Context: an optimization exercise on an open-source flow, tuned for small area, a short achievable clock period and few clock cycles per item. The choices shown serve that exercise and are no tape-out recipe. Function was checked by simulation only, so behaviour that the tests miss may differ from the original.

==> flow/design.v, too long to show whole: its modules and the start of the top module <==
// module f32_mult: 152 lines
// module f32_mult_mul24: 1287 lines
// module f32_mult_fa: 7 lines
module f32_mult (
  input logic clk, rst_n,
  input logic [31:0] a, b,
  input logic start,
  output logic done,
  output logic [31:0] p
);
  // ...
==> flow/flow/run.sh <==
#!/bin/bash
# The standard layout, with the input/output port buffers made from plain
# buf cells (buffer_ports otherwise picks a slow delay cell for them).
set -euo pipefail
bash standard.sh "BUFFER_PORTS_ARGS=-buffer_cell sky130_fd_sc_hd__buf_2" finish > standard_flow.log 2>&1
==> flow/standard.sh <==
#!/bin/bash
# synth_recipe.tcl (not shown) runs the flow's synth.tcl, then flattens the netlist and writes it again
# the make line also repeats each setting of config.mk as NAME=value (left out here)
make -C /OpenROAD-flow-scripts/flow DESIGN_CONFIG=/design/flow/config.mk WORK_HOME=/design/flow/orfs CLKGATE_MAP_FILE= SYNTH_SCRIPT=/design/flow/synth_recipe.tcl "${@:-finish}"
==> flow/config.mk <==
export PLATFORM = sky130hd
export DESIGN_NAME = f32_mult
export DESIGN_NICKNAME = f32_mult
export VERILOG_FILES = /design/flow/design.v
export SDC_FILE = /design/flow/constraint.sdc
export NUM_CORES = 4
export LEC_CHECK = 0
export ABC_AREA = 1
export CAP_MARGIN = 20
export CORE_MARGIN = 2
export CORE_UTILIZATION = 40
export PLACE_DENSITY = 0.75
export SETUP_SLACK_MARGIN = 1.5
export SLEW_MARGIN = 20
export SYNTH_HIERARCHICAL = 1
export SYNTH_MINIMUM_KEEP_SIZE = 0
==> flow/constraint.sdc <==
create_clock -name core_clock -period 12.0 [get_ports {clk}]
set_input_delay 2.4000 -clock core_clock [delete_from_list [all_inputs] [get_ports {clk}]]
set_output_delay 2.4000 -clock core_clock [all_outputs]
set_load 0.01 [all_outputs]
==> run_results.csv, run 1 <==
group,metric,value,unit
status,outcome,"timing/DRC/antenna clean",
yosys,ys_ff_latch,33,
hold_path,min-delay-path-class,"in -> async",
finish,clkCellAreaFrac,0.751,%
detailed_routing,antenna_left,0,
setup_path,critPathLaunchType,"input pin",
sta,finalSetupTns,0,ns
floorplanning,die_y,236,um
finish,area_dominant_class,"multi-input gates",
setup_path,required,12.18,ns
floorplanning,die_area,55700,sq um
placed_design,dp_slack,0.939,ns
finish,multi_input_area_share,79.9,%
global_route,grt.met3_usage,5.14,%
setup_path,worst_path_max_delay_cell,"a21oi_4",
yosys,synth_top_area_share,24.7,%
sta,period_minus_slack,10.26,ns
placed_design,place_area,22600,sq um
setup_path,cp_num_cells,41,
floorplanning,fp.dieW,236,um
finish,buffers,235,
yosys,synthAdderAreaFrac,31.8,%
finish,design_area,23500,sq um
finish,fin_util,43.9,%
yosys,async_flop_share,3.03,%
clock_tree,numClockSinks,33,
yosys,synth_xor_area_share,12.6,%
finish,syn2layout_area_growth,9.05,%
clock_tree,path_clk_slew,0.06,ns
setup_path,cp_max_fo,13,
detailed_routing,drt_iter0_markers,2910,
setup_path,cp-end-kind,"register",
finish,fin_cells,3858,
finish,inverters,347,
finish,seq_share,2.83,%
clock_tree,htree_levels,2,
Testbench counts, summed over its fixed seeds: cycles 12,000, ops 12,000.
==> run 2: changes to the inputs <==
--- a/flow/design.v
+++ b/flow/design.v
@@ -604,18 +604,18 @@
   assign bh_18 = (x[18] & y[23]);
   assign bh_19 = (x[19] & y[23]);
   assign bh_20 = (x[20] & y[23]);
   assign bh_21 = (x[21] & y[23]);
   assign bh_22 = (x[22] & y[23]);
   assign bh_23 = (x[23] & y[23]);
   assign hs0 = ~bni0;
   assign hc0 = bni0;
-  assign hs1 = ~bp_2_22;
-  assign hc1 = bp_2_22;
+  assign hs1 = ~bh_3;
+  assign hc1 = bh_3;
   assign hs2 = bn8 ^ bp_0_16;
   assign hc2 = bn8 & bp_0_16;
   assign hs3 = bp_0_17 ^ bp_1_15;
   assign hc3 = bp_0_17 & bp_1_15;
   f32_mult_fa u_fa0 (.a(bn9), .b(bp_0_18), .c(bp_1_16), .s(fs0), .co(fc0));
   assign hs4 = bp_2_14 ^ bp_3_12;
   assign hc4 = bp_2_14 & bp_3_12;
   f32_mult_fa u_fa1 (.a(bp_0_19), .b(bp_1_17), .c(bp_2_15), .s(fs1), .co(fc1));
@@ -627,60 +627,60 @@
   assign hc6 = bp_5_10 & bp_6_8;
   f32_mult_fa u_fa4 (.a(bp_0_21), .b(bp_1_19), .c(bp_2_17), .s(fs4), .co(fc4));
   f32_mult_fa u_fa5 (.a(bp_3_15), .b(bp_4_13), .c(bp_5_11), .s(fs5), .co(fc5));
   assign hs7 = bp_6_9 ^ bp_7_7;
   assign hc7 = bp_6_9 & bp_7_7;
   f32_mult_fa u_fa6 (.a(bp_0_22), .b(bp_1_20), .c(bp_2_18), .s(fs6), .co(fc6));
   f32_mult_fa u_fa7 (.a(bp_3_16), .b(bp_4_14), .c(bp_5_12), .s(fs7), .co(fc7));
   f32_mult_fa u_fa8 (.a(bp_6_10), .b(bp_7_8), .c(bp_8_6), .s(fs8), .co(fc8));
-  f32_mult_fa u_fa9 (.a(bp_1_21), .b(bp_2_19), .c(bp_3_17), .s(fs9), .co(fc9));
-  f32_mult_fa u_fa10 (.a(bp_4_15), .b(bp_5_13), .c(bp_6_11), .s(fs10), .co(fc10));
-  f32_mult_fa u_fa11 (.a(bp_7_9), .b(bp_8_7), .c(bp_9_5), .s(fs11), .co(fc11));
-  assign hs8 = bp_10_3 ^ bp_11_1;
-  assign hc8 = bp_10_3 & bp_11_1;
-  f32_mult_fa u_fa12 (.a(bp_1_22), .b(bp_2_20), .c(bp_3_18), .s(fs12), .co(fc12));
-  f32_mult_fa u_fa13 (.a(bp_4_16), .b(bp_5_14), .c(bp_6_12), .s(fs13), .co(fc13));
-  f32_mult_fa u_fa14 (.a(bp_7_10), .b(bp_8_8), .c(bp_9_6), .s(fs14), .co(fc14));
-  f32_mult_fa u_fa15 (.a(bp_10_4), .b(bp_11_2), .c(bh_1), .s(fs15), .co(fc15));
-  f32_mult_fa u_fa16 (.a(hs0), .b(bp_2_21), .c(bp_3_19), .s(fs16), .co(fc16));
-  f32_mult_fa u_fa17 (.a(bp_4_17), .b(bp_5_15), .c(bp_6_13), .s(fs17), .co(fc17));
-  f32_mult_fa u_fa18 (.a(bp_7_11), .b(bp_8_9), .c(bp_9_7), .s(fs18), .co(fc18));
-  f32_mult_fa u_fa19 (.a(bp_10_5), .b(bp_11_3), .c(bh_2), .s(fs19), .co(fc19));
-  f32_mult_fa u_fa20 (.a(hc0), .b(bp_3_20), .c(bp_4_18), .s(fs20), .co(fc20));
-  f32_mult_fa u_fa21 (.a(bp_5_16), .b(bp_6_14), .c(bp_7_12), .s(fs21), .co(fc21));
-  f32_mult_fa u_fa22 (.a(bp_8_10), .b(bp_9_8), .c(bp_10_6), .s(fs22), .co(fc22));
-  f32_mult_fa u_fa23 (.a(bp_11_4), .b(hs1), .c(bh_3), .s(fs23), .co(fc23));
-  f32_mult_fa u_fa24 (.a(bni1), .b(bp_3_21), .c(bp_4_19), .s(fs24), .co(fc24));
-  f32_mult_fa u_fa25 (.a(bp_5_17), .b(bp_6_15), .c(bp_7_13), .s(fs25), .co(fc25));
-  f32_mult_fa u_fa26 (.a(bp_8_11), .b(bp_9_9), .c(bp_10_7), .s(fs26), .co(fc26));
-  f32_mult_fa u_fa27 (.a(bp_11_5), .b(hc1), .c(bh_4), .s(fs27), .co(fc27));
-  assign hs9 = ~(bp_3_22 ^ bp_4_20);
-  assign hc9 = bp_3_22 | bp_4_20;
-  f32_mult_fa u_fa28 (.a(bp_5_18), .b(bp_6_16), .c(bp_7_14), .s(fs28), .co(fc28));
-  f32_mult_fa u_fa29 (.a(bp_8_12), .b(bp_9_10), .c(bp_10_8), .s(fs29), .co(fc29));
-  assign hs10 = bp_11_6 ^ bh_5;
-  assign hc10 = bp_11_6 & bh_5;
-  f32_mult_fa u_fa30 (.a(bni2), .b(bp_4_21), .c(bp_5_19), .s(fs30), .co(fc30));
-  f32_mult_fa u_fa31 (.a(bp_6_17), .b(bp_7_15), .c(bp_8_13), .s(fs31), .co(fc31));
-  f32_mult_fa u_fa32 (.a(bp_9_11), .b(bp_10_9), .c(bp_11_7), .s(fs32), .co(fc32));
-  assign hs11 = ~(bp_4_22 ^ bp_5_20);
-  assign hc11 = bp_4_22 | bp_5_20;
-  f32_mult_fa u_fa33 (.a(bp_6_18), .b(bp_7_16), .c(bp_8_14), .s(fs33), .co(fc33));
-  assign hs12 = bp_9_12 ^ bp_10_10;
-  assign hc12 = bp_9_12 & bp_10_10;
-  f32_mult_fa u_fa34 (.a(bni3), .b(bp_5_21), .c(bp_6_19), .s(fs34), .co(fc34));
-  f32_mult_fa u_fa35 (.a(bp_7_17), .b(bp_8_15), .c(bp_9_13), .s(fs35), .co(fc35));
-  assign hs13 = ~(bp_5_22 ^ bp_6_20);
-  assign hc13 = bp_5_22 | bp_6_20;
-  assign hs14 = bp_7_18 ^ bp_8_16;
-  assign hc14 = bp_7_18 & bp_8_16;
-  f32_mult_fa u_fa36 (.a(bni4), .b(bp_6_21), .c(bp_7_19), .s(fs36), .co(fc36));
-  assign hs15 = ~bp_6_22;
-  assign hc15 = bp_6_22;
+  f32_mult_fa u_fa9 (.a(bh_0), .b(bp_1_21), .c(bp_2_19), .s(fs9), .co(fc9));
+  f32_mult_fa u_fa10 (.a(bp_3_17), .b(bp_4_15), .c(bp_5_13), .s(fs10), .co(fc10));
+  f32_mult_fa u_fa11 (.a(bp_6_11), .b(bp_7_9), .c(bp_8_7), .s(fs11), .co(fc11));
+  assign hs8 = bp_9_5 ^ bp_10_3;
+  assign hc8 = bp_9_5 & bp_10_3;
+  f32_mult_fa u_fa12 (.a(bh_1), .b(bp_1_22), .c(bp_2_20), .s(fs12), .co(fc12));
+  f32_mult_fa u_fa13 (.a(bp_3_18), .b(bp_4_16), .c(bp_5_14), .s(fs13), .co(fc13));
+  f32_mult_fa u_fa14 (.a(bp_6_12), .b(bp_7_10), .c(bp_8_8), .s(fs14), .co(fc14));
+  f32_mult_fa u_fa15 (.a(bp_9_6), .b(bp_10_4), .c(bp_11_2), .s(fs15), .co(fc15));
+  f32_mult_fa u_fa16 (.a(hs0), .b(bh_2), .c(bp_2_21), .s(fs16), .co(fc16));
+  f32_mult_fa u_fa17 (.a(bp_3_19), .b(bp_4_17), .c(bp_5_15), .s(fs17), .co(fc17));
+  f32_mult_fa u_fa18 (.a(bp_6_13), .b(bp_7_11), .c(bp_8_9), .s(fs18), .co(fc18));
+  f32_mult_fa u_fa19 (.a(bp_9_7), .b(bp_10_5), .c(bp_11_3), .s(fs19), .co(fc19));
+  f32_mult_fa u_fa20 (.a(hc0), .b(hs1), .c(bp_2_22), .s(fs20), .co(fc20));
+  f32_mult_fa u_fa21 (.a(bp_3_20), .b(bp_4_18), .c(bp_5_16), .s(fs21), .co(fc21));
+  f32_mult_fa u_fa22 (.a(bp_6_14), .b(bp_7_12), .c(bp_8_10), .s(fs22), .co(fc22));
+  f32_mult_fa u_fa23 (.a(bp_9_8), .b(bp_10_6), .c(bp_11_4), .s(fs23), .co(fc23));
+  f32_mult_fa u_fa24 (.a(bni1), .b(bh_4), .c(hc1), .s(fs24), .co(fc24));
+  f32_mult_fa u_fa25 (.a(bp_3_21), .b(bp_4_19), .c(bp_5_17), .s(fs25), .co(fc25));
+  f32_mult_fa u_fa26 (.a(bp_6_15), .b(bp_7_13), .c(bp_8_11), .s(fs26), .co(fc26));
+  f32_mult_fa u_fa27 (.a(bp_9_9), .b(bp_10_7), .c(bp_11_5), .s(fs27), .co(fc27));
+  assign hs9 = ~(bh_5 ^ bp_3_22);
+  assign hc9 = bh_5 | bp_3_22;
+  f32_mult_fa u_fa28 (.a(bp_4_20), .b(bp_5_18), .c(bp_6_16), .s(fs28), .co(fc28));
+  f32_mult_fa u_fa29 (.a(bp_7_14), .b(bp_8_12), .c(bp_9_10), .s(fs29), .co(fc29));
+  assign hs10 = bp_10_8 ^ bp_11_6;
+  assign hc10 = bp_10_8 & bp_11_6;
+  f32_mult_fa u_fa30 (.a(bni2), .b(bh_6), .c(bp_4_21), .s(fs30), .co(fc30));
+  f32_mult_fa u_fa31 (.a(bp_5_19), .b(bp_6_17), .c(bp_7_15), .s(fs31), .co(fc31));
+  f32_mult_fa u_fa32 (.a(bp_8_13), .b(bp_9_11), .c(bp_10_9), .s(fs32), .co(fc32));
+  assign hs11 = ~(bh_7 ^ bp_4_22);
+  assign hc11 = bh_7 | bp_4_22;
+  f32_mult_fa u_fa33 (.a(bp_5_20), .b(bp_6_18), .c(bp_7_16), .s(fs33), .co(fc33));
+  assign hs12 = bp_8_14 ^ bp_9_12;
+  assign hc12 = bp_8_14 & bp_9_12;
+  f32_mult_fa u_fa34 (.a(bni3), .b(bh_8), .c(bp_5_21), .s(fs34), .co(fc34));
+  f32_mult_fa u_fa35 (.a(bp_6_19), .b(bp_7_17), .c(bp_8_15), .s(fs35), .co(fc35));
+  assign hs13 = ~(bh_9 ^ bp_5_22);
+  assign hc13 = bh_9 | bp_5_22;
+  assign hs14 = bp_6_20 ^ bp_7_18;
+  assign hc14 = bp_6_20 & bp_7_18;
+  f32_mult_fa u_fa36 (.a(bni4), .b(bh_10), .c(bp_6_21), .s(fs36), .co(fc36));
+  assign hs15 = ~bh_11;
+  assign hc15 = bh_11;
   assign hs16 = bn5 ^ bp_0_10;
   assign hc16 = bn5 & bp_0_10;
   assign hs17 = bp_0_11 ^ bp_1_9;
   assign hc17 = bp_0_11 & bp_1_9;
   f32_mult_fa u_fa37 (.a(bn6), .b(bp_0_12), .c(bp_1_10), .s(fs37), .co(fc37));
   assign hs18 = bp_2_8 ^ bp_3_6;
   assign hc18 = bp_2_8 & bp_3_6;
   f32_mult_fa u_fa38 (.a(bp_0_13), .b(bp_1_11), .c(bp_2_9), .s(fs38), .co(fc38));
@@ -710,69 +710,69 @@
   f32_mult_fa u_fa56 (.a(bp_10_0), .b(hc5), .c(hs6), .s(fs56), .co(fc56));
   f32_mult_fa u_fa57 (.a(fc1), .b(fs2), .c(fs3), .s(fs57), .co(fc57));
   f32_mult_fa u_fa58 (.a(bp_8_5), .b(bp_9_3), .c(bp_10_1), .s(fs58), .co(fc58));
   f32_mult_fa u_fa59 (.a(hc6), .b(hs7), .c(fc2), .s(fs59), .co(fc59));
   f32_mult_fa u_fa60 (.a(fc3), .b(fs4), .c(fs5), .s(fs60), .co(fc60));
   f32_mult_fa u_fa61 (.a(bp_9_4), .b(bp_10_2), .c(bp_11_0), .s(fs61), .co(fc61));
   f32_mult_fa u_fa62 (.a(hc7), .b(fc4), .c(fc5), .s(fs62), .co(fc62));
   f32_mult_fa u_fa63 (.a(fs6), .b(fs7), .c(fs8), .s(fs63), .co(fc63));
-  f32_mult_fa u_fa64 (.a(bh_0), .b(hs8), .c(fc6), .s(fs64), .co(fc64));
+  f32_mult_fa u_fa64 (.a(bp_11_1), .b(hs8), .c(fc6), .s(fs64), .co(fc64));
   f32_mult_fa u_fa65 (.a(fc7), .b(fc8), .c(fs9), .s(fs65), .co(fc65));
   f32_mult_fa u_fa66 (.a(fs10), .b(fs11), .c(bp_0_23), .s(fs66), .co(fc66));
   f32_mult_fa u_fa67 (.a(hc8), .b(fc9), .c(fc10), .s(fs67), .co(fc67));
   f32_mult_fa u_fa68 (.a(fc11), .b(fs12), .c(fs13), .s(fs68), .co(fc68));
   f32_mult_fa u_fa69 (.a(fs14), .b(fs15), .c(bp_0_24), .s(fs69), .co(fc69));
   f32_mult_fa u_fa70 (.a(fc12), .b(fc13), .c(fc14), .s(fs70), .co(fc70));
   f32_mult_fa u_fa71 (.a(fc15), .b(fs16), .c(fs17), .s(fs71), .co(fc71));
   f32_mult_fa u_fa72 (.a(fs18), .b(fs19), .c(bp_1_23), .s(fs72), .co(fc72));
   f32_mult_fa u_fa73 (.a(fc16), .b(fc17), .c(fc18), .s(fs73), .co(fc73));
   f32_mult_fa u_fa74 (.a(fc19), .b(fs20), .c(fs21), .s(fs74), .co(fc74));
   f32_mult_fa u_fa75 (.a(fs22), .b(fs23), .c(bp_1_24), .s(fs75), .co(fc75));
-  f32_mult_fa u_fa76 (.a(fc20), .b(fc21), .c(fc22), .s(fs76), .co(fc76));
-  f32_mult_fa u_fa77 (.a(fc23), .b(fs24), .c(fs25), .s(fs77), .co(fc77));
+  f32_mult_fa u_fa76 (.a(fs24), .b(fc20), .c(fc21), .s(fs76), .co(fc76));
+  f32_mult_fa u_fa77 (.a(fc22), .b(fc23), .c(fs25), .s(fs77), .co(fc77));
   f32_mult_fa u_fa78 (.a(fs26), .b(fs27), .c(bp_2_23), .s(fs78), .co(fc78));
-  f32_mult_fa u_fa79 (.a(hs9), .b(hs10), .c(fc24), .s(fs79), .co(fc79));
+  f32_mult_fa u_fa79 (.a(fc24), .b(hs9), .c(hs10), .s(fs79), .co(fc79));
   f32_mult_fa u_fa80 (.a(fc25), .b(fc26), .c(fc27), .s(fs80), .co(fc80));
   f32_mult_fa u_fa81 (.a(fs28), .b(fs29), .c(bp_2_24), .s(fs81), .co(fc81));
-  f32_mult_fa u_fa82 (.a(bh_6), .b(hc9), .c(hc10), .s(fs82), .co(fc82));
+  f32_mult_fa u_fa82 (.a(bp_11_7), .b(hc9), .c(hc10), .s(fs82), .co(fc82));
   f32_mult_fa u_fa83 (.a(fc28), .b(fc29), .c(fs30), .s(fs83), .co(fc83));
   f32_mult_fa u_fa84 (.a(fs31), .b(fs32), .c(bp_3_23), .s(fs84), .co(fc84));
-  f32_mult_fa u_fa85 (.a(bp_11_8), .b(bh_7), .c(hs11), .s(fs85), .co(fc85));
+  f32_mult_fa u_fa85 (.a(bp_10_10), .b(bp_11_8), .c(hs11), .s(fs85), .co(fc85));
   f32_mult_fa u_fa86 (.a(hs12), .b(fc30), .c(fc31), .s(fs86), .co(fc86));
   f32_mult_fa u_fa87 (.a(fc32), .b(fs33), .c(bp_3_24), .s(fs87), .co(fc87));
-  f32_mult_fa u_fa88 (.a(bp_10_11), .b(bp_11_9), .c(bh_8), .s(fs88), .co(fc88));
+  f32_mult_fa u_fa88 (.a(bp_9_13), .b(bp_10_11), .c(bp_11_9), .s(fs88), .co(fc88));
   f32_mult_fa u_fa89 (.a(hc11), .b(hc12), .c(fc33), .s(fs89), .co(fc89));
   f32_mult_fa u_fa90 (.a(fs34), .b(fs35), .c(bp_4_23), .s(fs90), .co(fc90));
-  f32_mult_fa u_fa91 (.a(bp_9_14), .b(bp_10_12), .c(bp_11_10), .s(fs91), .co(fc91));
-  f32_mult_fa u_fa92 (.a(bh_9), .b(hs13), .c(hs14), .s(fs92), .co(fc92));
+  f32_mult_fa u_fa91 (.a(bp_8_16), .b(bp_9_14), .c(bp_10_12), .s(fs91), .co(fc91));
+  f32_mult_fa u_fa92 (.a(bp_11_10), .b(hs13), .c(hs14), .s(fs92), .co(fc92));
   f32_mult_fa u_fa93 (.a(fc34), .b(fc35), .c(bp_4_24), .s(fs93), .co(fc93));
-  f32_mult_fa u_fa94 (.a(bp_8_17), .b(bp_9_15), .c(bp_10_13), .s(fs94), .co(fc94));
-  f32_mult_fa u_fa95 (.a(bp_11_11), .b(bh_10), .c(hc13), .s(fs95), .co(fc95));
+  f32_mult_fa u_fa94 (.a(bp_7_19), .b(bp_8_17), .c(bp_9_15), .s(fs94), .co(fc94));
+  f32_mult_fa u_fa95 (.a(bp_10_13), .b(bp_11_11), .c(hc13), .s(fs95), .co(fc95));
   f32_mult_fa u_fa96 (.a(hc14), .b(fs36), .c(bp_5_23), .s(fs96), .co(fc96));
-  f32_mult_fa u_fa97 (.a(bp_7_20), .b(bp_8_18), .c(bp_9_16), .s(fs97), .co(fc97));
-  f32_mult_fa u_fa98 (.a(bp_10_14), .b(bp_11_12), .c(hs15), .s(fs98), .co(fc98));
-  f32_mult_fa u_fa99 (.a(bh_11), .b(fc36), .c(bp_5_24), .s(fs99), .co(fc99));
-  f32_mult_fa u_fa100 (.a(bni5), .b(bp_7_21), .c(bp_8_19), .s(fs100), .co(fc100));
-  f32_mult_fa u_fa101 (.a(bp_9_17), .b(bp_10_15), .c(bp_11_13), .s(fs101), .co(fc101));
-  f32_mult_fa u_fa102 (.a(hc15), .b(bh_12), .c(bp_6_23), .s(fs102), .co(fc102));
-  assign hs22 = ~(bp_7_22 ^ bp_8_20);
-  assign hc22 = bp_7_22 | bp_8_20;
-  f32_mult_fa u_fa103 (.a(bp_9_18), .b(bp_10_16), .c(bp_11_14), .s(fs103), .co(fc103));
-  assign hs23 = bh_13 ^ bp_6_24;
-  assign hc23 = bh_13 & bp_6_24;
-  f32_mult_fa u_fa104 (.a(bni6), .b(bp_8_21), .c(bp_9_19), .s(fs104), .co(fc104));
-  f32_mult_fa u_fa105 (.a(bp_10_17), .b(bp_11_15), .c(bh_14), .s(fs105), .co(fc105));
-  assign hs24 = ~(bp_8_22 ^ bp_9_20);
-  assign hc24 = bp_8_22 | bp_9_20;
-  assign hs25 = bp_10_18 ^ bp_11_16;
-  assign hc25 = bp_10_18 & bp_11_16;
-  f32_mult_fa u_fa106 (.a(bni7), .b(bp_9_21), .c(bp_10_19), .s(fs106), .co(fc106));
-  assign hs26 = ~bp_9_22;
-  assign hc26 = bp_9_22;
+  f32_mult_fa u_fa97 (.a(hs15), .b(bp_6_22), .c(bp_7_20), .s(fs97), .co(fc97));
+  f32_mult_fa u_fa98 (.a(bp_8_18), .b(bp_9_16), .c(bp_10_14), .s(fs98), .co(fc98));
+  f32_mult_fa u_fa99 (.a(bp_11_12), .b(fc36), .c(bp_5_24), .s(fs99), .co(fc99));
+  f32_mult_fa u_fa100 (.a(bni5), .b(bh_12), .c(hc15), .s(fs100), .co(fc100));
+  f32_mult_fa u_fa101 (.a(bp_7_21), .b(bp_8_19), .c(bp_9_17), .s(fs101), .co(fc101));
+  f32_mult_fa u_fa102 (.a(bp_10_15), .b(bp_11_13), .c(bp_6_23), .s(fs102), .co(fc102));
+  assign hs22 = ~(bh_13 ^ bp_7_22);
+  assign hc22 = bh_13 | bp_7_22;
+  f32_mult_fa u_fa103 (.a(bp_8_20), .b(bp_9_18), .c(bp_10_16), .s(fs103), .co(fc103));
+  assign hs23 = bp_11_14 ^ bp_6_24;
+  assign hc23 = bp_11_14 & bp_6_24;
+  f32_mult_fa u_fa104 (.a(bni6), .b(bh_14), .c(bp_8_21), .s(fs104), .co(fc104));
+  f32_mult_fa u_fa105 (.a(bp_9_19), .b(bp_10_17), .c(bp_11_15), .s(fs105), .co(fc105));
+  assign hs24 = ~(bh_15 ^ bp_8_22);
+  assign hc24 = bh_15 | bp_8_22;
+  assign hs25 = bp_9_20 ^ bp_10_18;
+  assign hc25 = bp_9_20 & bp_10_18;
+  f32_mult_fa u_fa106 (.a(bni7), .b(bh_16), .c(bp_9_21), .s(fs106), .co(fc106));
+  assign hs26 = ~bh_17;
+  assign hc26 = bh_17;
   assign hs27 = bn3 ^ bp_0_6;
   assign hc27 = bn3 & bp_0_6;
   assign hs28 = bp_0_7 ^ bp_1_5;
   assign hc28 = bp_0_7 & bp_1_5;
   f32_mult_fa u_fa107 (.a(bn4), .b(bp_0_8), .c(bp_1_6), .s(fs107), .co(fc107));
   assign hs29 = bp_2_4 ^ bp_3_2;
   assign hc29 = bp_2_4 & bp_3_2;
   f32_mult_fa u_fa108 (.a(bp_0_9), .b(bp_1_7), .c(bp_2_5), .s(fs108), .co(fc108));
@@ -809,51 +809,51 @@
   f32_mult_fa u_fa137 (.a(fc64), .b(fc65), .c(fs67), .s(fs137), .co(fc137));
   f32_mult_fa u_fa138 (.a(fc66), .b(fs68), .c(fs69), .s(fs138), .co(fc138));
   f32_mult_fa u_fa139 (.a(fc67), .b(fc68), .c(fs70), .s(fs139), .co(fc139));
   f32_mult_fa u_fa140 (.a(fc69), .b(fs71), .c(fs72), .s(fs140), .co(fc140));
   f32_mult_fa u_fa141 (.a(fc70), .b(fc71), .c(fs73), .s(fs141), .co(fc141));
   f32_mult_fa u_fa142 (.a(fc72), .b(fs74), .c(fs75), .s(fs142), .co(fc142));
   f32_mult_fa u_fa143 (.a(fc73), .b(fc74), .c(fs76), .s(fs143), .co(fc143));
   f32_mult_fa u_fa144 (.a(fc75), .b(fs77), .c(fs78), .s(fs144), .co(fc144));
-  f32_mult_fa u_fa145 (.a(fc76), .b(fc77), .c(fs79), .s(fs145), .co(fc145));
-  f32_mult_fa u_fa146 (.a(fc78), .b(fs80), .c(fs81), .s(fs146), .co(fc146));
+  f32_mult_fa u_fa145 (.a(fs79), .b(fc76), .c(fc77), .s(fs145), .co(fc145));
+  f32_mult_fa u_fa146 (.a(fs80), .b(fc78), .c(fs81), .s(fs146), .co(fc146));
   f32_mult_fa u_fa147 (.a(fc79), .b(fs82), .c(fc80), .s(fs147), .co(fc147));
   f32_mult_fa u_fa148 (.a(fc81), .b(fs83), .c(fs84), .s(fs148), .co(fc148));
   f32_mult_fa u_fa149 (.a(fc82), .b(fs85), .c(fc83), .s(fs149), .co(fc149));
   f32_mult_fa u_fa150 (.a(fs86), .b(fc84), .c(fs87), .s(fs150), .co(fc150));
   f32_mult_fa u_fa151 (.a(fs88), .b(fc85), .c(fc86), .s(fs151), .co(fc151));
   f32_mult_fa u_fa152 (.a(fs89), .b(fc87), .c(fs90), .s(fs152), .co(fc152));
-  f32_mult_fa u_fa153 (.a(fc88), .b(fs91), .c(fc89), .s(fs153), .co(fc153));
-  f32_mult_fa u_fa154 (.a(fs92), .b(fc90), .c(fs93), .s(fs154), .co(fc154));
-  f32_mult_fa u_fa155 (.a(fc91), .b(fs94), .c(fs95), .s(fs155), .co(fc155));
-  f32_mult_fa u_fa156 (.a(fc92), .b(fc93), .c(fs96), .s(fs156), .co(fc156));
-  f32_mult_fa u_fa157 (.a(fc94), .b(fs97), .c(fc95), .s(fs157), .co(fc157));
-  f32_mult_fa u_fa158 (.a(fs98), .b(fc96), .c(fs99), .s(fs158), .co(fc158));
-  f32_mult_fa u_fa159 (.a(fc97), .b(fc98), .c(fs100), .s(fs159), .co(fc159));
+  f32_mult_fa u_fa153 (.a(fc88), .b(fs91), .c(fs92), .s(fs153), .co(fc153));
+  f32_mult_fa u_fa154 (.a(fc89), .b(fc90), .c(fs93), .s(fs154), .co(fc154));
+  f32_mult_fa u_fa155 (.a(fc91), .b(fs94), .c(fc92), .s(fs155), .co(fc155));
+  f32_mult_fa u_fa156 (.a(fs95), .b(fc93), .c(fs96), .s(fs156), .co(fc156));
+  f32_mult_fa u_fa157 (.a(fc94), .b(fs97), .c(fs98), .s(fs157), .co(fc157));
+  f32_mult_fa u_fa158 (.a(fc95), .b(fc96), .c(fs99), .s(fs158), .co(fc158));
+  f32_mult_fa u_fa159 (.a(fs100), .b(fc97), .c(fc98), .s(fs159), .co(fc159));
   f32_mult_fa u_fa160 (.a(fs101), .b(fc99), .c(fs102), .s(fs160), .co(fc160));
-  f32_mult_fa u_fa161 (.a(hs22), .b(fc100), .c(fc101), .s(fs161), .co(fc161));
+  f32_mult_fa u_fa161 (.a(fc100), .b(hs22), .c(fc101), .s(fs161), .co(fc161));
   f32_mult_fa u_fa162 (.a(fs103), .b(hs23), .c(fc102), .s(fs162), .co(fc162));
   f32_mult_fa u_fa163 (.a(hc22), .b(fc103), .c(fs104), .s(fs163), .co(fc163));
   f32_mult_fa u_fa164 (.a(fs105), .b(bp_7_23), .c(hc23), .s(fs164), .co(fc164));
-  f32_mult_fa u_fa165 (.a(bh_15), .b(hs24), .c(hs25), .s(fs165), .co(fc165));
+  f32_mult_fa u_fa165 (.a(bp_11_16), .b(hs24), .c(hs25), .s(fs165), .co(fc165));
   f32_mult_fa u_fa166 (.a(fc104), .b(fc105), .c(bp_7_24), .s(fs166), .co(fc166));
-  f32_mult_fa u_fa167 (.a(bp_11_17), .b(bh_16), .c(hc24), .s(fs167), .co(fc167));
+  f32_mult_fa u_fa167 (.a(bp_10_19), .b(bp_11_17), .c(hc24), .s(fs167), .co(fc167));
   f32_mult_fa u_fa168 (.a(hc25), .b(fs106), .c(bp_8_23), .s(fs168), .co(fc168));
-  f32_mult_fa u_fa169 (.a(bp_10_20), .b(bp_11_18), .c(hs26), .s(fs169), .co(fc169));
-  f32_mult_fa u_fa170 (.a(bh_17), .b(fc106), .c(bp_8_24), .s(fs170), .co(fc170));
-  f32_mult_fa u_fa171 (.a(bni8), .b(bp_10_21), .c(bp_11_19), .s(fs171), .co(fc171));
-  f32_mult_fa u_fa172 (.a(hc26), .b(bh_18), .c(bp_9_23), .s(fs172), .co(fc172));
-  assign hs31 = ~(bp_10_22 ^ bp_11_20);
-  assign hc31 = bp_10_22 | bp_11_20;
-  assign hs32 = bh_19 ^ bp_9_24;
-  assign hc32 = bh_19 & bp_9_24;
-  f32_mult_fa u_fa173 (.a(bni9), .b(bp_11_21), .c(bh_20), .s(fs173), .co(fc173));
-  assign hs33 = ~bp_11_22;
-  assign hc33 = bp_11_22;
+  f32_mult_fa u_fa169 (.a(hs26), .b(bp_9_22), .c(bp_10_20), .s(fs169), .co(fc169));
+  f32_mult_fa u_fa170 (.a(bp_11_18), .b(fc106), .c(bp_8_24), .s(fs170), .co(fc170));
+  f32_mult_fa u_fa171 (.a(bni8), .b(bh_18), .c(hc26), .s(fs171), .co(fc171));
+  f32_mult_fa u_fa172 (.a(bp_10_21), .b(bp_11_19), .c(bp_9_23), .s(fs172), .co(fc172));
+  assign hs31 = ~(bh_19 ^ bp_10_22);
+  assign hc31 = bh_19 | bp_10_22;
+  assign hs32 = bp_11_20 ^ bp_9_24;
+  assign hc32 = bp_11_20 & bp_9_24;
+  f32_mult_fa u_fa173 (.a(bni9), .b(bh_20), .c(bp_11_21), .s(fs173), .co(fc173));
+  assign hs33 = ~bh_21;
+  assign hc33 = bh_21;
   assign hs34 = bn2 ^ bp_0_4;
   assign hc34 = bn2 & bp_0_4;
   assign hs35 = bp_0_5 ^ bp_1_3;
   assign hc35 = bp_0_5 & bp_1_3;
   f32_mult_fa u_fa174 (.a(bp_1_4), .b(bp_2_2), .c(bp_3_0), .s(fs174), .co(fc174));
   f32_mult_fa u_fa175 (.a(bp_2_3), .b(bp_3_1), .c(hc27), .s(fs175), .co(fc175));
   f32_mult_fa u_fa176 (.a(bp_4_0), .b(hc28), .c(hs29), .s(fs176), .co(fc176));
   f32_mult_fa u_fa177 (.a(hc29), .b(hs30), .c(fc107), .s(fs177), .co(fc177));
@@ -875,42 +875,42 @@
   f32_mult_fa u_fa193 (.a(fc137), .b(fs139), .c(fc138), .s(fs193), .co(fc193));
   f32_mult_fa u_fa194 (.a(fc139), .b(fs141), .c(fc140), .s(fs194), .co(fc194));
   f32_mult_fa u_fa195 (.a(fc141), .b(fs143), .c(fc142), .s(fs195), .co(fc195));
   f32_mult_fa u_fa196 (.a(fc143), .b(fs145), .c(fc144), .s(fs196), .co(fc196));
   f32_mult_fa u_fa197 (.a(fc145), .b(fs147), .c(fc146), .s(fs197), .co(fc197));
   f32_mult_fa u_fa198 (.a(fc147), .b(fs149), .c(fc148), .s(fs198), .co(fc198));
   f32_mult_fa u_fa199 (.a(fc149), .b(fs151), .c(fc150), .s(fs199), .co(fc199));
   f32_mult_fa u_fa200 (.a(fc151), .b(fs153), .c(fc152), .s(fs200), .co(fc200));
-  f32_mult_fa u_fa201 (.a(fs155), .b(fc153), .c(fc154), .s(fs201), .co(fc201));
-  f32_mult_fa u_fa202 (.a(fc155), .b(fs157), .c(fc156), .s(fs202), .co(fc202));
+  f32_mult_fa u_fa201 (.a(fc153), .b(fs155), .c(fc154), .s(fs201), .co(fc201));
+  f32_mult_fa u_fa202 (.a(fs157), .b(fc155), .c(fc156), .s(fs202), .co(fc202));
   f32_mult_fa u_fa203 (.a(fc157), .b(fs159), .c(fc158), .s(fs203), .co(fc203));
   f32_mult_fa u_fa204 (.a(fc159), .b(fs161), .c(fc160), .s(fs204), .co(fc204));
   f32_mult_fa u_fa205 (.a(fc161), .b(fs163), .c(fs164), .s(fs205), .co(fc205));
   f32_mult_fa u_fa206 (.a(fs165), .b(fc163), .c(fs166), .s(fs206), .co(fc206));
-  f32_mult_fa u_fa207 (.a(fs167), .b(fc165), .c(fc166), .s(fs207), .co(fc207));
-  f32_mult_fa u_fa208 (.a(fc167), .b(fs169), .c(fc168), .s(fs208), .co(fc208));
-  f32_mult_fa u_fa209 (.a(fc169), .b(fs171), .c(fc170), .s(fs209), .co(fc209));
-  f32_mult_fa u_fa210 (.a(hs31), .b(fc171), .c(hs32), .s(fs210), .co(fc210));
+  f32_mult_fa u_fa207 (.a(fc165), .b(fs167), .c(fc166), .s(fs207), .co(fc207));
+  f32_mult_fa u_fa208 (.a(fs169), .b(fc167), .c(fc168), .s(fs208), .co(fc208));
+  f32_mult_fa u_fa209 (.a(fs171), .b(fc169), .c(fc170), .s(fs209), .co(fc209));
+  f32_mult_fa u_fa210 (.a(fc171), .b(hs31), .c(hs32), .s(fs210), .co(fc210));
   f32_mult_fa u_fa211 (.a(hc31), .b(fs173), .c(bp_10_23), .s(fs211), .co(fc211));
-  f32_mult_fa u_fa212 (.a(hs33), .b(bh_21), .c(fc173), .s(fs212), .co(fc212));
-  f32_mult_fa u_fa213 (.a(bni10), .b(hc33), .c(bh_22), .s(fs213), .co(fc213));
-  assign hs36 = ~bp_11_24;
-  assign hc36 = bp_11_24;
+  f32_mult_fa u_fa212 (.a(hs33), .b(bp_11_22), .c(fc173), .s(fs212), .co(fc212));
+  f32_mult_fa u_fa213 (.a(bni10), .b(bh_22), .c(hc33), .s(fs213), .co(fc213));
+  assign hs36 = ~bh_23;
+  assign hc36 = bh_23;
   assign hs37 = bn1 ^ bp_0_2;
   assign hc37 = bn1 & bp_0_2;
   assign hs38 = bp_0_3 ^ bp_1_1;
   assign hc38 = bp_0_3 & bp_1_1;
   f32_mult_fa u_fa214 (.a(bp_1_2), .b(bp_2_0), .c(hs34), .s(fs214), .co(fc214));
   f32_mult_fa u_fa215 (.a(bp_2_1), .b(hc34), .c(hs35), .s(fs215), .co(fc215));
   f32_mult_fa u_fa216 (.a(hc35), .b(hs27), .c(fs174), .s(fs216), .co(fc216));
   f32_mult_fa u_fa217 (.a(hs28), .b(fc174), .c(fs175), .s(fs217), .co(fc217));
   f32_mult_fa u_fa218 (.a(fs107), .b(fc175), .c(fs176), .s(fs218), .co(fc218));
   f32_mult_fa u_fa219 (.a(fs108), .b(fc176), .c(fs177), .s(fs219), .co(fc219));
-  f32_mult_fa u_fa220 (.a(fc177), .b(fs110), .c(fs178), .s(fs220), .co(fc220));
+  f32_mult_fa u_fa220 (.a(fs110), .b(fc177), .c(fs178), .s(fs220), .co(fc220));
   f32_mult_fa u_fa221 (.a(fs112), .b(fc178), .c(fs179), .s(fs221), .co(fc221));
   f32_mult_fa u_fa222 (.a(fs114), .b(fc179), .c(fs180), .s(fs222), .co(fc222));
   f32_mult_fa u_fa223 (.a(fs116), .b(fc180), .c(fs181), .s(fs223), .co(fc223));
   f32_mult_fa u_fa224 (.a(fs118), .b(fc181), .c(fs182), .s(fs224), .co(fc224));
   f32_mult_fa u_fa225 (.a(fs120), .b(fc182), .c(fs183), .s(fs225), .co(fc225));
   f32_mult_fa u_fa226 (.a(fc183), .b(fs122), .c(fs184), .s(fs226), .co(fc226));
   f32_mult_fa u_fa227 (.a(fc184), .b(fs124), .c(fs185), .s(fs227), .co(fc227));
   f32_mult_fa u_fa228 (.a(fs126), .b(fc185), .c(fs186), .s(fs228), .co(fc228));
@@ -934,19 +934,19 @@
   f32_mult_fa u_fa246 (.a(fs162), .b(fc203), .c(fs204), .s(fs246), .co(fc246));
   f32_mult_fa u_fa247 (.a(fc162), .b(fs205), .c(fc204), .s(fs247), .co(fc247));
   f32_mult_fa u_fa248 (.a(fc164), .b(fs206), .c(fc205), .s(fs248), .co(fc248));
   f32_mult_fa u_fa249 (.a(fs168), .b(fc206), .c(fs207), .s(fs249), .co(fc249));
   f32_mult_fa u_fa250 (.a(fs170), .b(fc207), .c(fs208), .s(fs250), .co(fc250));
   f32_mult_fa u_fa251 (.a(fs172), .b(fc208), .c(fs209), .s(fs251), .co(fc251));
   f32_mult_fa u_fa252 (.a(fc172), .b(fc209), .c(fs210), .s(fs252), .co(fc252));
   f32_mult_fa u_fa253 (.a(hc32), .b(fs211), .c(fc210), .s(fs253), .co(fc253));
-  f32_mult_fa u_fa254 (.a(bp_10_24), .b(fc211), .c(fs212), .s(fs254), .co(fc254));
+  f32_mult_fa u_fa254 (.a(bp_10_24), .b(fs212), .c(fc211), .s(fs254), .co(fc254));
   f32_mult_fa u_fa255 (.a(fs213), .b(bp_11_23), .c(fc212), .s(fs255), .co(fc255));
-  f32_mult_fa u_fa256 (.a(fc213), .b(bh_23), .c(hs36), .s(fs256), .co(fc256));
+  f32_mult_fa u_fa256 (.a(fc213), .b(hs36), .c(bp_11_24), .s(fs256), .co(fc256));
   assign hs39 = ~hc36;
   assign hc39 = hc36;
   assign rx = {fc256, fc255, fc254, fc253, fc252, fc251, fc250, fc249, fc248, fc247, fc246, fc245, fc244, fc243, fc242, fc241, fc240, fc239, fc238, fc237, fc236, fc235, fc234, fc233, fc232, fc231, fc230, fc229, fc228, fc227, fc226, fc225, fc224, fc223, fc222, fc221, fc220, fc219, fc218, fc217, fc216, fc215, fc214, hc38, hc37, hs37, bp_0_1, bn0};
   assign ry = {hs39, fs256, fs255, fs254, fs253, fs252, fs251, fs250, fs249, fs248, fs247, fs246, fs245, fs244, fs243, fs242, fs241, fs240, fs239, fs238, fs237, fs236, fs235, fs234, fs233, fs232, fs231, fs230, fs229, fs228, fs227, fs226, fs225, fs224, fs223, fs222, fs221, fs220, fs219, fs218, fs217, fs216, fs215, fs214, hs38, bp_1_0, 1'b0, bp_0_0};
   logic [48:0] ax, ay, g0, p0;
   assign ax = {rx, 1'b0};
   assign ay = {ry, 1'b0};
   assign g0 = ax & ay;
==> flow/flow/run.sh (replaced) <==
#!/bin/bash
# The standard layout, with the input/output port buffers made from plain
# buf cells (buffer_ports otherwise picks a slow delay cell for them).
set -euo pipefail
bash standard.sh "BUFFER_PORTS_ARGS=-buffer_cell sky130_fd_sc_hd__buf_4" finish > standard_flow.log 2>&1
==> run_results.csv, run 2 <==
group,metric,value,unit
status,outcome,"timing/DRC/antenna clean",
sta,fmax,99.9,MHz
sta,rsz0062_at_grt,"no",
sta,hold_viol_final,0,
yosys,synth.most_common_cell,"nand2_1",
run,drv_cap,0,
placed_design,dp_slack,1.07,ns
detailed_routing,viasPerCell,5.92,
setup_path,cp_top_family,"adder cells",
yosys,ys_dominant_reg_cell,"dfxtp_1",
finish,seq_area,666,sq um
finish,syn2layout_area_growth,7.14,%
sta,tightest_slew,1.11,ns
yosys,synth_mux_area_share,0,%
yosys,synth_area_leaders,"fa_1 (25%), nand2_1 (13%), xor2_1 (12%), o22ai_1 (8.1%), ha_1 (7.1%)",
yosys,synth-edff-count,0,
placed_design,dp.cells,3748,
global_route,grt_first_pass_wirelength,119,mm
clock_tree,path_clk_slew,0.06,ns
finish,fin_cells,3768,
setup_path,path_class,"in -> reg",
setup_path,critPathLaunchType,"input pin",
yosys,yosysUniqueCellTypes,56,
setup_path,max_stage_delay,0.53,ns
setup_path,cp-end-kind,"register",
clock_tree,numClockSinks,33,
finish,antennaDiodeCount,0,
sta,relSlewSlack,25.7,%
global_route,grt_overflow,0,
placed_design,io_buffers,99,
floorplanning,die_y,235,um
yosys,synth_commonest_cells,"nand2_1 (768), inv_1 (309), xor2_1 (291)",
yosys,synth_nets,3549,
floorplanning,fp.dieW,235,um
setup_path,worst_path_max_delay_cell,"fa_1",
detailed_routing,antenna_left,0,
yosys,synth-seq-area-share,3.11,%
global_route,grt_max_degree,46,
setup_path,required,12.21,ns
finish,regMostFlops,"p",
detailed_routing,route.detailed.drc,0,
yosys,synth_xor_area_share,12.7,%
finish,drive_gt1_share,10.6,%
finish,fillers,5320,
sta,maxSlewViolCount,0,
sta,min_period_over_period,83.4,%
yosys,ys_warn_count,8,
placed_design,place_congestion,0.996,
yosys,syn_inst,3094,
setup_path,cp.arrival,10.22,ns
floorplanning,initial_core_util,40.6,%
yosys,synth_top_family_by_area,"adder cells",
clock_tree,cts_tree,"built",
finish,fin_util,43.5,%
yosys,synth_compound_area_share,14.6,%
finish,final_common_cell,"nand2_1",
sta,setup_viol,0,
sta,finalSetupTns,0,ns
floorplanning,coreArea,52700,sq um
clock_tree,clock-root-buffer,"clkbuf_16",
detailed_routing,post_drt_wl_per_cell,20.4,um
placed_design,dpl.hpwl,60.5,mm
floorplanning,ioPinCount,100,
clock_tree,cts_buffer_depth,2,
finish,nets,3534,
detailed_routing,drt_iter0_markers,2450,
setup_path,cp_max_fo,29,
floorplanning,num_rows,84,
sta,setup_ws,1.99,ns
setup_path,path_buf_inv,8,
yosys,synth_top_area_cell,"fa_1",
yosys,async_flop_share,3.03,%
finish,final_cell_mix,"nand2_1 (766), inv_1 (305), xor2_1 (291)",
detailed_routing,routed_wl,76.8,mm
finish,top_regs,"p (32), done (1)",
clock_tree,cts_buffers,5,
floorplanning,die_area,55300,sq um
detailed_routing,vias,22294,
global_route,grt_usage,26.9,%
global_route,grt_pass1_vias,21345,
finish,largest_register_ffs,32,
global_route,antenna_found_initial,0,
finish,multi_input_area,18600,sq um
yosys,synthAdderAreaFrac,32.1,%
yosys,synth_area,21400,sq um
yosys,synth_top_area_share,24.9,%
clock_tree,htree_levels,2,
setup_path,path_common_cell,"nand2_1",
yosys,ys_ff_latch,33,
hold_path,min-delay-path-class,"in -> async",
setup_path,setup.worst_path.start,"b[11]",
sta,period_minus_slack,10.01,ns
yosys,synth-simple-area-share,27.1,%
yosys,avgSynthCellArea,6.91,sq um
detailed_routing,drtPass1Iterations,7,
==> run 2: modules after synthesis (local to each module, per instance) <==
| module | flops+latches | cell area (sq um) | copies in the design |
|---|---|---|---|
| f32_mult | 33 | 7720 | 1 |
| f32_mult_fa | 0 | 20.0 | 257 |
| f32_mult_mul24 | 0 | 8520 | 1 |
==> run 2: cells by family (layout without fill, tap and decap cells) <==
family / Yosys count / count (layout)
xor gates and xnor gates: 309 / 309
and+or+nand+nor: 1318 / 1318
AOI/OAI and AO/OA: 519 / 519
adders and majority gates: 388 / 388
DFF: 33 / 33
buffers and inverters: 527 / 513
==> run 2: area by class of cell <==
type                    count  area share [%]
multi-input cells        2534            81.0
repair buffers            169            5.92
inverters                 336            5.65
well taps                 688            3.76
flip-flops and latches     33            2.91
clock buffers               5           0.546
clock inverters             3           0.202
==> run 2: what timing repair did <==
item                       in CTS  in global routing
hold buffers                    0                  0
pin swaps                       0                  3
buffers inserted                0                 12
setup endpoints to repair      30                 31
gates resized for setup         2                 49
==> run 2: how the worst max path moves through the flow <==
stage	end	slack, ns	cells past startpoint
floorplan	p[25]	2.97	44
global placement	p[3]	1.13	45
detailed placement	p[14]	1.07	43
CTS	p[14]	1.58	44
global route	p[14]	1.45	42
finish	p[18]	1.99	40
==> run 2: metal layers <==
metal	global-route usage [%]	up-vias	routed length (um)
met3	5.45	286	8480
li1	-	10121	-
met4	17.1	0	5070
met2	41.7	1509	33900
met1	34.1	10378	29300
met5	0	-	0
==> run 2: through the flow <==
step / instance area (sq um) / hold slack (ns)
after floorplan: 21400 / 2.10
after global placement: 22400 / 2.18
after detailed placement: 22400 / 2.18
after CTS: 22600 / 1.87
after global routing: 22900 / 1.87
final: 22900 / 1.87
Testbench counts of run 2, summed over its fixed seeds: cycles 12,000, ops 12,000.

## afterwards: timing with drivers on the ports
Ports are ideal in the flow. The routed layouts listed here were re-timed in OpenROAD.
Step 1: set_driving_cell puts a clkbuf_16 on clk and a buf_2 on each other input, an assumption about the parent block.
Step 2, shift: input delay + t, output delay - t, t = (earliest + latest rising clock arrival at the registers) / 2. This alone moves slack from input paths to output paths.
Slacks: no drivers / after step 1 / after step 2; pairs: no drivers / after step 1.
run	shift t [ns]	setup slack, ns	pins driven straight from the clock port
run 1	0.319	1.738 / 1.750 / 1.431	1
run 2	0.326	1.988 / 1.990 / 1.664	1
After both steps setup and hold are still met in every run listed. For run 2, which loses most, drivers alone change the setup slack by +0.002 ns; drivers and shift together by -0.324 ns.
